Source: an optimization exercise on an open RTL-to-GDS flow (aim: a short achievable clock period and few clock cycles). Production flows keep margins and buffers that such runs may drop. Function was checked by simulation only, so behaviour that the tests miss may differ from the original. Power and IR drop assume default switching activity.

## flow/flow/run.sh

```bash
#!/bin/bash
set -euo pipefail
bash standard.sh SETUP_SLACK_MARGIN=6.0 finish > standard_make.log 2>&1
```

## flow/standard.sh

```bash
#!/bin/bash
# synth_recipe.tcl (not shown) runs the flow's synth.tcl, then flattens the netlist and writes it again
# the make line also repeats each setting of config.mk as NAME=value (left out here)
make -C /OpenROAD-flow-scripts/flow DESIGN_CONFIG=/design/flow/config.mk WORK_HOME=/design/flow/orfs CLKGATE_MAP_FILE= SYNTH_SCRIPT=/design/flow/synth_recipe.tcl "${@:-finish}"
```

## flow/config.mk

```make
export PLATFORM = sky130hd
export DESIGN_NAME = cpu
export DESIGN_NICKNAME = cpu
export VERILOG_FILES = /design/flow/design.v
export SDC_FILE = /design/flow/constraint.sdc
export NUM_CORES = 4
export LEC_CHECK = 0
export CAP_MARGIN = 20
export CORE_MARGIN = 2
export CORE_UTILIZATION = 40
export SLEW_MARGIN = 20
```

## flow/constraint.sdc

```tcl
create_clock -name core_clock -period 9.5 [get_ports {clk}]
set_input_delay 1.9000 -clock core_clock [delete_from_list [all_inputs] [get_ports {clk}]]
set_output_delay 1.9000 -clock core_clock [all_outputs]
set_load 0.01 [all_outputs]
```

## flow/design.v

```verilog
module cpu(
    input clk,
    input rst,
    input [31:0] icache_rdata,
    input icache_resp,
    output [31:0] icache_addr,
    output icache_read,
    input [31:0] dcache_rdata,
    input dcache_resp,
    output [31:0] dcache_addr,
    output dcache_read,
    output dcache_write,
    output [3:0] dcache_byte_en,
    output [31:0] dcache_wdata
);
logic [31:2] pc;
logic        btb_valid;
logic [31:2] btb_pc, btb_tgt;
logic        id_valid;
logic [31:0] id_instr;
logic [31:2] id_pc;
logic        id_bp;                         
logic        id_lui, id_auipc, id_jal, id_jalr, id_br;
logic        id_load, id_store, id_opimm, id_op;
logic [31:0] id_timm;                       
logic [31:0] id_bimm;                       
logic [31:1] id_rs1_oh, id_rs2_oh;          
logic [31:0] ex_a, ex_b, ex_sd;             
logic [4:0]  ex_shl, ex_shr;                
logic [31:0] ex_sa;                         
logic        ex_wen;                        
logic [4:0]  ex_rd;
logic        ex_op_add, ex_op_sub, ex_op_sll, ex_op_slt, ex_op_sltu;
logic        ex_op_xor, ex_op_srl, ex_op_sra, ex_op_or, ex_op_and, ex_op_pres;
logic [31:0] ex_pres;                       
logic        ex_m_eq, ex_m_ne, ex_m_lt, ex_m_ge, ex_m_ltu, ex_m_geu;
logic [31:2] ex_alt;                        
logic        ex_load, ex_store, ex_jalr;
logic        ex_auipc;
logic [2:0]  ex_f3;
logic [31:2] ex_pc4;
logic        mem_wen;
logic [4:0]  mem_rd;
logic [31:1] mem_we;                        
logic [31:0] mem_res;                       
logic [31:0] mem_addr;                      
logic        mem_rreq, mem_wreq;
logic [3:0]  mem_be;
logic [31:0] mem_wdata;
logic        mem_nl;                        
logic        ml_b0, ml_b1, ml_b2, ml_b3;    
logic        ml_h1, ml_h3;                  
logic        ml_w;                          
logic        ml_e1, ml_e2;                  
logic        ml_s0, ml_s1, ml_s2, ml_s3;    
logic        mem_redir;                     
logic [31:2] mem_pc4;                       
logic        fail_q;                        
logic [31:2] mem_target;
logic        wb_wen;
logic [4:0]  wb_rd;
logic [31:1] wb_we;                         
logic [31:0] wb_res;
logic [31:0] rf [1:31];
assign icache_addr    = {pc, 2'b00};
assign icache_read    = 1'b1;
assign dcache_addr    = mem_addr;
assign dcache_read    = mem_rreq;
assign dcache_write   = mem_wreq;
assign dcache_byte_en = mem_be;
assign dcache_wdata   = mem_wdata;
wire mfail = (mem_rreq | mem_wreq) & ~dcache_resp;    
wire [31:0] fi = icache_rdata;
wire f_jal   = fi[6:2] == 5'b11011;
wire f_br    = fi[6:2] == 5'b11000;
wire f_store = fi[6:2] == 5'b01000;
wire [31:0] f_timm = f_jal ? {{12{fi[31]}}, fi[19:12], fi[20], fi[30:21], 1'b0}
                   : f_br  ? {{20{fi[31]}}, fi[7], fi[30:25], fi[11:8], 1'b0}
                   :         {fi[31:12], 12'h000};
wire [31:0] f_bimm = f_store ? {{21{fi[31]}}, fi[30:25], fi[11:7]}
                   :           {{21{fi[31]}}, fi[30:20]};
wire [2:0] f3  = id_instr[14:12];
wire [4:0] rs1 = id_instr[19:15];
wire [4:0] rs2 = id_instr[24:20];
wire [4:0] rd  = id_instr[11:7];
wire       b30 = id_instr[30];
wire uses_rs1 = ~(id_lui | id_auipc | id_jal);
wire uses_rs2 = id_br | id_store | id_op;
wire id_wen   = (id_lui | id_auipc | id_jal | id_jalr | id_load | id_opimm | id_op) & (rd != 5'd0);
wire [31:0] id_pcw   = {id_pc, 2'b00};
wire [31:0] id_pc4   = id_pcw + 32'd4;
wire [31:0] id_tgt   = id_pcw + id_timm;
wire        id_pred  = id_br & id_instr[31];           
logic [31:0] rf1, rf2;
always_comb begin
    rf1 = 32'd0;
    rf2 = 32'd0;
    for (int i = 1; i < 32; i++) begin
        rf1 = rf1 | (rf[i] & {32{id_rs1_oh[i]}});
        rf2 = rf2 | (rf[i] & {32{id_rs2_oh[i]}});
    end
end
wire [31:0] rv1 = (wb_wen && wb_rd == rs1) ? wb_res : rf1;
wire [31:0] rv2 = (wb_wen && wb_rd == rs2) ? wb_res : rf2;
wire a_fm  = ex_wen  && ex_rd  == rs1;
wire a_fw  = mem_wen && mem_rd == rs1;
wire r2_fm = ex_wen  && ex_rd  == rs2;
wire r2_fw = mem_wen && mem_rd == rs2;
wire id_stall = id_valid & ex_load & ex_wen &
                ((uses_rs1 && ex_rd == rs1) || (uses_rs2 && ex_rd == rs2));
wire id_fused    = id_jalr & ex_wen & ex_auipc & (ex_rd == rs1);
wire [31:0] fused_tgt = ex_pres + id_bimm;
wire id_taken    = id_jal | id_pred | id_fused;
wire redirect_id = id_valid & (id_taken ^ id_bp);
wire [31:2] id_rtgt = id_fused ? fused_tgt[31:2] : id_taken ? id_tgt[31:2] : id_pc4[31:2];
wire btb_hit = btb_valid && btb_pc == pc;
wire [31:0] A  = ex_a;
wire [31:0] B  = ex_b;
wire [31:0] SD = ex_sd;
wire [31:0] sum  = A + B;
wire [31:0] diff = A - B;
wire        eq   = A == B;
wire        lt   = $signed(A) < $signed(B);
wire        ltu  = A < B;
wire [31:0] sll  = ex_sa << ex_shl;
wire [31:0] srl  = ex_sa >> ex_shr;
wire [31:0] sra  = $signed(ex_sa) >>> ex_shr;
wire [31:0] ex_res_other =
      ({32{ex_op_sub}}  & diff)
    | ({32{ex_op_sll}}  & sll)
    | ({32{ex_op_slt}}  & {31'd0, lt})
    | ({32{ex_op_sltu}} & {31'd0, ltu})
    | ({32{ex_op_xor}}  & (A ^ B))
    | ({32{ex_op_srl}}  & srl)
    | ({32{ex_op_sra}}  & sra)
    | ({32{ex_op_or}}   & (A | B))
    | ({32{ex_op_and}}  & (A & B))
    | ({32{ex_op_pres}} & ex_pres);
wire [31:0] ex_res = ex_op_add ? sum : ex_res_other;
wire mispredict = (ex_m_eq & eq) | (ex_m_ne & ~eq) | (ex_m_lt & lt) | (ex_m_ge & ~lt)
                | (ex_m_ltu & ltu) | (ex_m_geu & ~ltu);
logic [3:0]  st_be;
logic [31:0] st_data;
always_comb begin
    case (ex_f3[1:0])
        2'b00: begin
            st_be   = 4'b0001 << sum[1:0];
            st_data = {4{SD[7:0]}};
        end
        2'b01: begin
            st_be   = sum[1] ? 4'b1100 : 4'b0011;
            st_data = {2{SD[15:0]}};
        end
        default: begin
            st_be   = 4'b1111;
            st_data = SD;
        end
    endcase
end
wire ld_sign = (ml_s0 & dcache_rdata[7])  | (ml_s1 & dcache_rdata[15])
             | (ml_s2 & dcache_rdata[23]) | (ml_s3 & dcache_rdata[31]);
wire [31:0] mem_val;
assign mem_val[7:0]   = ({8{ml_b0}} & dcache_rdata[7:0])   | ({8{ml_b1}} & dcache_rdata[15:8])
                      | ({8{ml_b2}} & dcache_rdata[23:16]) | ({8{ml_b3}} & dcache_rdata[31:24])
                      | ({8{mem_nl}} & mem_res[7:0]);
assign mem_val[15:8]  = ({8{ml_h1}} & dcache_rdata[15:8])  | ({8{ml_h3}} & dcache_rdata[31:24])
                      | ({8{ml_e1}} & {8{ld_sign}})        | ({8{mem_nl}} & mem_res[15:8]);
assign mem_val[31:16] = ({16{ml_w}} & dcache_rdata[31:16]) | ({16{ml_e2}} & {16{ld_sign}})
                      | ({16{mem_nl}} & mem_res[31:16]);
wire [1:0] lo = sum[1:0];
wire ld_b  = ex_f3[1:0] == 2'b00;           
wire ld_h  = ex_f3[1:0] == 2'b01;           
wire ld_w  = ex_f3[1:0] == 2'b10;           
wire ld_sg = ~ex_f3[2];                     
wire flush_mem = mem_redir;                 
wire kill_ex   = flush_mem | fail_q;        
wire ex_redir  = mispredict & ~kill_ex;     
wire [2:0] mf3 = f3 ^ {2'b00, id_pred};
logic [31:2] pc_seq;
logic        idv_seq;
always_comb begin
    pc_seq  = pc;
    idv_seq = id_valid;
    if (fail_q) begin
        idv_seq = 1'b0;
        pc_seq  = mem_pc4;
    end else if (flush_mem) begin
        idv_seq = 1'b0;
        pc_seq  = mem_target;
    end else if (id_stall) begin
    end else if (redirect_id) begin
        idv_seq = 1'b0;
        pc_seq  = id_rtgt;
    end else begin
        idv_seq = icache_resp;
        if (icache_resp)
            pc_seq = btb_hit ? btb_tgt : pc + 30'd1;
    end
end
wire [31:0] nx_a  = a_fm  ? ex_res : a_fw  ? mem_val : rv1;
wire [31:0] nx_r2 = r2_fm ? ex_res : r2_fw ? mem_val : rv2;
always_ff @(posedge clk) begin
    if (rst) begin
        pc        <= 30'h18;                
        btb_valid <= 1'b0;
        id_valid  <= 1'b0;
        ex_wen    <= 1'b0;
        ex_m_eq   <= 1'b0;
        ex_m_ne   <= 1'b0;
        ex_m_lt   <= 1'b0;
        ex_m_ge   <= 1'b0;
        ex_m_ltu  <= 1'b0;
        ex_m_geu  <= 1'b0;
        ex_load   <= 1'b0;
        ex_store  <= 1'b0;
        ex_jalr   <= 1'b0;
        mem_wen   <= 1'b0;
        mem_rreq  <= 1'b0;
        mem_wreq  <= 1'b0;
        mem_redir <= 1'b0;
        wb_wen    <= 1'b0;
        wb_we     <= '0;
        mem_we    <= '0;
        fail_q    <= 1'b0;
    end else begin
        fail_q <= mfail;
        wb_wen <= mem_wen & ~mfail;
        wb_we  <= mem_we & {31{~mfail}};
        if (!mfail) begin
            mem_wen   <= ex_wen   & ~kill_ex;
            for (int i = 1; i < 32; i++)
                mem_we[i] <= ex_wen && !kill_ex && ex_rd == i;
            mem_rreq  <= ex_load  & ~kill_ex;
            mem_wreq  <= ex_store & ~kill_ex;
            mem_redir <= ex_jalr & ~kill_ex;
        end
        if (kill_ex || ex_redir || id_stall || !id_valid) begin
            ex_wen   <= 1'b0;
            ex_m_eq  <= 1'b0;
            ex_m_ne  <= 1'b0;
            ex_m_lt  <= 1'b0;
            ex_m_ge  <= 1'b0;
            ex_m_ltu <= 1'b0;
            ex_m_geu <= 1'b0;
            ex_load  <= 1'b0;
            ex_store <= 1'b0;
            ex_jalr  <= 1'b0;
        end else begin
            ex_wen   <= id_wen;
            ex_m_eq  <= id_br && mf3 == 3'b000;
            ex_m_ne  <= id_br && mf3 == 3'b001;
            ex_m_lt  <= id_br && mf3 == 3'b100;
            ex_m_ge  <= id_br && mf3 == 3'b101;
            ex_m_ltu <= id_br && mf3 == 3'b110;
            ex_m_geu <= id_br && mf3 == 3'b111;
            ex_load  <= id_load;
            ex_store <= id_store;
            ex_jalr  <= id_jalr & ~id_fused;
        end
        pc       <= ex_redir ? ex_alt : pc_seq;
        id_valid <= idv_seq & ~ex_redir;
        if (!fail_q && !flush_mem && !id_stall && redirect_id && id_pred && !id_bp)
            btb_valid <= 1'b1;
    end
end
always_ff @(posedge clk) begin
    wb_rd  <= mem_rd;
    wb_res <= mem_val;
    mem_res <= ex_res;
    if (!mfail) begin
        mem_pc4    <= ex_pc4;
        mem_rd     <= ex_rd;
        mem_addr   <= sum;
        mem_be     <= st_be;
        mem_wdata  <= st_data;
        mem_nl     <= ~ex_load;
        ml_b0      <= ex_load & lo == 2'b00;
        ml_b1      <= ex_load & ld_b & lo == 2'b01;
        ml_b2      <= ex_load & ~ld_w & lo == 2'b10;
        ml_b3      <= ex_load & ld_b & lo == 2'b11;
        ml_h1      <= ex_load & (ld_w | ld_h & ~lo[1]);
        ml_h3      <= ex_load & ld_h & lo[1];
        ml_w       <= ex_load & ld_w;
        ml_e1      <= ex_load & ld_b;
        ml_e2      <= ex_load & ~ld_w;
        ml_s0      <= ex_load & ld_sg & ld_b & lo == 2'b00;
        ml_s1      <= ex_load & ld_sg & (ld_b & lo == 2'b01 | ld_h & ~lo[1]);
        ml_s2      <= ex_load & ld_sg & ld_b & lo == 2'b10;
        ml_s3      <= ex_load & ld_sg & (ld_b & lo == 2'b11 | ld_h & lo[1]);
        mem_target <= sum[31:2];
    end
    ex_rd    <= rd;
    ex_a     <= nx_a;
    ex_sa    <= (f3[1:0] == 2'b01) ? nx_a : 32'd0;
    ex_b     <= ((id_op | id_br) & r2_fm) ? ex_res
              : (id_op | id_br) ? (r2_fw ? mem_val : rv2) : id_bimm;
    ex_sd    <= nx_r2;
    ex_shl   <= (f3 == 3'b001) ? (id_op ? nx_r2[4:0] : id_bimm[4:0]) : 5'd0;
    ex_shr   <= (f3 == 3'b101) ? (id_op ? nx_r2[4:0] : id_bimm[4:0]) : 5'd0;
    ex_pres  <= id_lui ? id_timm : id_auipc ? id_tgt : id_pc4;
    ex_op_pres <= id_lui | id_auipc | id_jal | id_jalr;
    ex_op_add  <= id_load | id_store | ((id_opimm | id_op) & f3 == 3'b000 & ~(id_op & b30));
    ex_op_sub  <= id_op & f3 == 3'b000 & b30;
    ex_op_sll  <= (id_opimm | id_op) & f3 == 3'b001;
    ex_op_slt  <= (id_opimm | id_op) & f3 == 3'b010;
    ex_op_sltu <= (id_opimm | id_op) & f3 == 3'b011;
    ex_op_xor  <= (id_opimm | id_op) & f3 == 3'b100;
    ex_op_srl  <= (id_opimm | id_op) & f3 == 3'b101 & ~b30;
    ex_op_sra  <= (id_opimm | id_op) & f3 == 3'b101 & b30;
    ex_op_or   <= (id_opimm | id_op) & f3 == 3'b110;
    ex_op_and  <= (id_opimm | id_op) & f3 == 3'b111;
    ex_alt   <= id_pred ? id_pc4[31:2] : id_tgt[31:2];
    ex_f3    <= f3;
    ex_auipc <= id_auipc;
    ex_pc4   <= id_pc4[31:2];
    if (!fail_q && !flush_mem && !id_stall) begin
        if (redirect_id) begin
            if (id_pred && !id_bp) begin
                btb_pc  <= id_pc;
                btb_tgt <= id_tgt[31:2];
            end
        end else begin
            id_instr <= icache_rdata;
            id_pc    <= pc;
            id_bp    <= btb_hit;
            id_lui   <= fi[6:2] == 5'b01101;
            id_auipc <= fi[6:2] == 5'b00101;
            id_jal   <= f_jal;
            id_jalr  <= fi[6:2] == 5'b11001;
            id_br    <= f_br;
            id_load  <= fi[6:2] == 5'b00000;
            id_store <= f_store;
            id_opimm <= fi[6:2] == 5'b00100;
            id_op    <= fi[6:2] == 5'b01100;
            id_timm  <= f_timm;
            for (int i = 1; i < 32; i++) begin
                id_rs1_oh[i] <= fi[19:15] == i;
                id_rs2_oh[i] <= fi[24:20] == i;
            end
            id_bimm  <= f_bimm;
        end
    end
end
always_ff @(posedge clk) begin
    for (int i = 1; i < 32; i++)
        if (wb_we[i])
            rf[i] <= wb_res;
end
endmodule
```

==> summary.txt <==
## repair_timing
action	4_1_cts	5_1_grt
setup buffers	94	59
gates resized for setup	541	192
pin swaps	34	62
endpoints found under the setup margin	619	365
gates cloned	7	2
## critical path: cells and delay by family, from the launching register on
kind / cells / cell delay, ns
flip-flops: 1 / 0.37
AND/OR/NAND/NOR: 4 / 0.59
buffers and inverters: 2 / 0.73
AO/OA/AOI/OAI: 5 / 1.75
multiplexers: 1 / 0.22
## per-layer routing
metal  up-vias  GRT usage (%)
li1      27400              -
met1     33870          42.42
met2      6791          52.12
met3      1981          13.04
met4         8          27.21
met5         -         0.1607
## sequential cells by signal, summed over array words and instances, names as in the netlist, 31 cells and up
register,count
mem_addr,32
id_rs2_oh,31
ex_sd,32
ex_sa,32
mem_wdata,32
ex_pres,31
id_rs1_oh,31
rf,992
ex_a,32
mem_res,32
wb_res,32
mem_we,31
ex_b,32
wb_we,31
## cell usage in the layout, fill, tap and decap left out, types with 26 or more instances in the layout
cell | Yosys | routed
buf_6 | 2 | 32
nand2b_1 | 41 | 40
clkinv_2 | 0 | 33
buf_4 | 4 | 303
a211oi_1 | 128 | 104
nand2_1 | 420 | 411
a21oi_1 | 283 | 250
nor2_1 | 390 | 377
inv_1 | 199 | 192
o21a_1 | 31 | 26
mux2_2 | 52 | 51
edfxtp_1 | 1331 | 1331
mux4_2 | 36 | 36
dlygate4sd2_1 | 0 | 34
o22ai_1 | 37 | 29
a21oi_2 | 1 | 29
dfxtp_2 | 0 | 60
o21ai_0 | 246 | 218
o211ai_1 | 60 | 60
a221oi_1 | 332 | 327
clkbuf_16 | 0 | 192
nor2b_1 | 53 | 51
nor3_1 | 130 | 111
clkdlybuf4s50_1 | 0 | 61
ha_1 | 156 | 118
and3_1 | 84 | 82
nand4_1 | 169 | 169
dfxtp_4 | 0 | 35
nand3_1 | 128 | 121
clkdlybuf4s15_1 | 0 | 31
dfxtp_1 | 428 | 333
a21o_1 | 83 | 81
mux2i_1 | 131 | 122
xor2_1 | 82 | 77
xnor2_1 | 126 | 115
a22o_1 | 334 | 334
a22oi_1 | 329 | 325
and2_1 | 27 | 26
clkbuf_1 | 360 | 52
a222oi_1 | 81 | 81
## cells in the mapped netlist, types with 13 or more instances
| master | number |
|---|---|
| mux2_2 | 52 |
| nor3_1 | 130 |
| edfxtp_1 | 1331 |
| o22ai_1 | 37 |
| nand3b_1 | 17 |
| nor2_1 | 390 |
| a22o_1 | 334 |
| o21bai_1 | 13 |
| or3_1 | 13 |
| nor4_1 | 31 |
| dfxtp_1 | 428 |
| a22oi_1 | 329 |
| a221o_1 | 25 |
| nor3b_1 | 13 |
| clkbuf_1 | 360 |
| nand3_1 | 128 |
| or2_2 | 17 |
| and3_1 | 84 |
| o21ai_0 | 246 |
| a222oi_1 | 81 |
| nor2b_1 | 53 |
| and2_1 | 27 |
| o2111ai_1 | 18 |
| o221ai_1 | 18 |
| xnor2_1 | 126 |
| a21o_1 | 83 |
| a21oi_1 | 283 |
| ha_1 | 156 |
| o211ai_1 | 60 |
| o21a_1 | 31 |
| o31ai_1 | 23 |
| mux4_2 | 36 |
| nand4_1 | 169 |
| inv_1 | 199 |
| a211oi_1 | 128 |
| mux2i_1 | 131 |
| a221oi_1 | 332 |
| nand2_1 | 420 |
| xor2_1 | 82 |
| buf_1 | 63 |
| nand2b_1 | 41 |
| a211o_1 | 14 |
| a31oi_1 | 22 |
| buf_2 | 38 |
## power groups by stage
stage | clock, mW | combinational, mW | sequential [mW]
2_1_floorplan | 0 | 3.07 | 9.95
3_3_place_gp | 0 | 5.36 | 10.4
3_5_place_dp | 0 | 5.40 | 10.4
4_1_cts | 7.53 | 5.91 | 10.1
5_1_grt | 7.83 | 6.68 | 10.2
6_report | 7.53 | 6.53 | 10.2
## cells by family (layout without fill, tap and decap cells)
kind of cell,after synthesis,in the layout,share of synthesized area [%]
AO/OA/AOI/OAI,2179,2181,19.95
flip-flops,1759,1759,59.34
AND/OR/NAND/NOR,1571,1574,9.331
buffers and inverters,672,1069,3.183
multiplexers,224,224,3.471
XOR/XNOR,208,208,2.227
adder cells (fa/ha/maj),160,160,2.484
other,2,17,0.009182
## final cells by class
| type | count | area [um^2] | area share, % |
|---|---|---|---|
| Antenna cell | 14 | 35.03 | 0.03639 |
| Tap cell | 2672 | 3343 | 3.473 |
| Clock inverter | 94 | 1145 | 1.189 |
| Multi-Input combinational cell | 4350 | 32580 | 33.84 |
| Sequential cell | 1759 | 48740 | 50.63 |
| Timing Repair Buffer | 516 | 4514 | 4.689 |
| Inverter | 204 | 787.0 | 0.8175 |
| Clock buffer | 255 | 5129 | 5.327 |
## worst paths after layout
check / from / end / slack [ns] / depth (start not counted)
worst max-delay path: id_rs2_oh[9]$_DFFE_PP_ / ex_shr[0]$_SDFF_PP0_ / 5.78 / 12
worst min-delay path: id_instr[8]$_DFFE_PP_ / ex_rd[1]$_DFF_P_ / 0.36 / 0
worst max register to register: id_rs2_oh[9]$_DFFE_PP_ / ex_shr[0]$_SDFF_PP0_ / 5.78 / 12
worst min register to register: id_instr[8]$_DFFE_PP_ / ex_rd[1]$_DFF_P_ / 0.36 / 0
## per-stage QoR
stage / setup WS [ns] / util, % / cell area [um^2] / total power, mW / hold WS [ns]
2_1_floorplan: 4.904 / - / 81880 / 13.01 / 0.3389
3_3_place_gp: 4.603 / 42.69 / 86550 / 15.72 / 0.3469
3_5_place_dp: 4.548 / 42.71 / 86580 / 15.77 / 0.3602
4_1_cts: 5.882 / 46.81 / 94900 / 23.58 / 0.3540
5_1_grt: 5.756 / 47.47 / 96240 / 24.72 / 0.3636
6_report: 5.777 / 47.49 / 96270 / 24.23 / 0.3553
==> metrics.yaml <==
setup_path:
  crit_arrival_ns: 4.48
  endpoint_kind: "flip-flop"
  slowest_stage: "o22ai_1"
  cp.required_ns: 10.26
  crit_chain: "buf_4 > buf_4 > a22o_1 > a221oi_1 > and3_1 > nand4_1 > o22ai_1 > o21ai_0 > nand2_1 > o31ai_2 > mux2i_1 > nor2_1"
  crit_type: "flip-flop to flip-flop"
  cpPeakStageDelay_ns: 0.73
  timing.critical_path.mode_cell: "buf_4"
  critPathMaxFanout: 18
  start_kind: "flip-flop"
clock_network:
  postCtsHoldBufs: 0
  clock_path_buffers: 3
  cts_tree: "built"
  htree_num_levels: 4
  clkLatencyLatePin_ns: 0.90
  cts_buffers: 186
  path_clk_slew_ns: 0.06
  cts_root_buf: "clkbuf_16"
  clock_sinks: 1759
cells_and_area:
  fillers: 18050
  area_delta_synth_final_pct: 17.70
  drive_gt1_share_pct: 16.44
  fin_nets: 7245
  final_cells: 9864
synthesis:
  syn_area_um2: 81790
  ys_async_sr_fraction_pct: 0
  synth_largest_area_cell: "edfxtp_1"
  synth-main-ff-cell: "edfxtp_1"
  synthTopCellsByArea: "edfxtp_1 (49%), dfxtp_1 (10%), a22o_1 (3.6%)"
  synth-edff-count: 1331
  syn_avg_cell_area_um2: 12.07
  synthCells: 6775
  ys_warn_count: 2
  ys_types: 101
  synth_top_area_share_pct: 48.86
  ys_seq_area_share_pct: 59.34
  synth-seq-cells: 1759
timing:
  setup_tns_ns: 0
  period_share_pct: 39.19
  finalMaxSlewViolations: 0
  slew-limit-headroom_pct: 16.36
  hold_viol: 0
  setup_violations: 0
  fin_crit_ns: 3.723
  worst_slew_pin_slew_ns: 1.247
  clock_skew_ns: 0.1255
  max_freq_mhz: 268.6
  rsz0062_at_grt: "yes"
die:
  initial_core_util_pct: 40.35
  die_area_um2: 208100
  coreArea_um2: 202700
  die_w_um: 456.2
  die_y_um: 456.2
  io_pins: 171
  rows: 165
run_status:
  status: "timing/DRC/antenna clean"
power:
  p_clk_share_pct: 31.1
  switching_share_pct: 34.64
  power_frac_comb_pct: 26.9
  power.density_nw_per_um2: 251.7
  p_leak_nw: 34.14
  intPower_mw: 15.84
  vdd_drop_max_mv: 0.2165
  p_switching_mw: 8.393
  p_seq_share_pct: 42.0
grt:
  first_global_vias: 65610
  antenna_found_initial: 13
  grt_max_degree: 104
  track_usage_pct: 35.55
  grt_pass1_wl_um: 522000
  grt-ovfl-total: 0
detailed_routing:
  routedWlPerCell_um: 39.18
  wirelength_um: 386500
  dr.pass1.iters: 12
  drt-met1-wl_um: 129400
  wl_met2_um: 162200
  viasPerCell: 7.102
  route.detailed.drc: 0
  wl_met3_um: 57710
  routed-via-count: 70050
  drt_iter0_markers: 13760
  dr.max_layer_used: "met5"
  antenna_left: 0
placed_design:
  gp_congestion: 0.9807
  port_buffers: 165
  dp_hpwl_um: 228800
  dp.cells: 9339
min_path:
  hold_class: "flip-flop to flip-flop"
flow_run:
  drv_cap: 0
Testbench counts, summed over its fixed seeds: cycles 91,897.

[afterwards: timing with drivers on the ports]
Ports are ideal in the flow. The routed layout listed here was re-timed in OpenROAD. Step 1 (the two cells are an assumption about what drives the block):
set clk [get_ports {clk}]
set_driving_cell -lib_cell sky130_fd_sc_hd__clkbuf_16 $clk
set_driving_cell -lib_cell sky130_fd_sc_hd__buf_2 [delete_from_list [all_inputs] $clk]
Step 2 also shifts input and output timing later by t, the mid clock arrival at the registers, as if the neighbouring blocks saw the same clock. Slacks: ideal ports / drivers / drivers and shift; pairs: ideal ports / drivers.
t (ns): 0.928
setup slack, ns: 5.777 / 5.777 / 5.079
latest minus earliest clock arrival (ns): 0.127 / 0.126
After both steps this run still meets setup and hold. For this run, drivers alone change the setup slack by 0.000 ns; drivers and shift together by -0.698 ns.
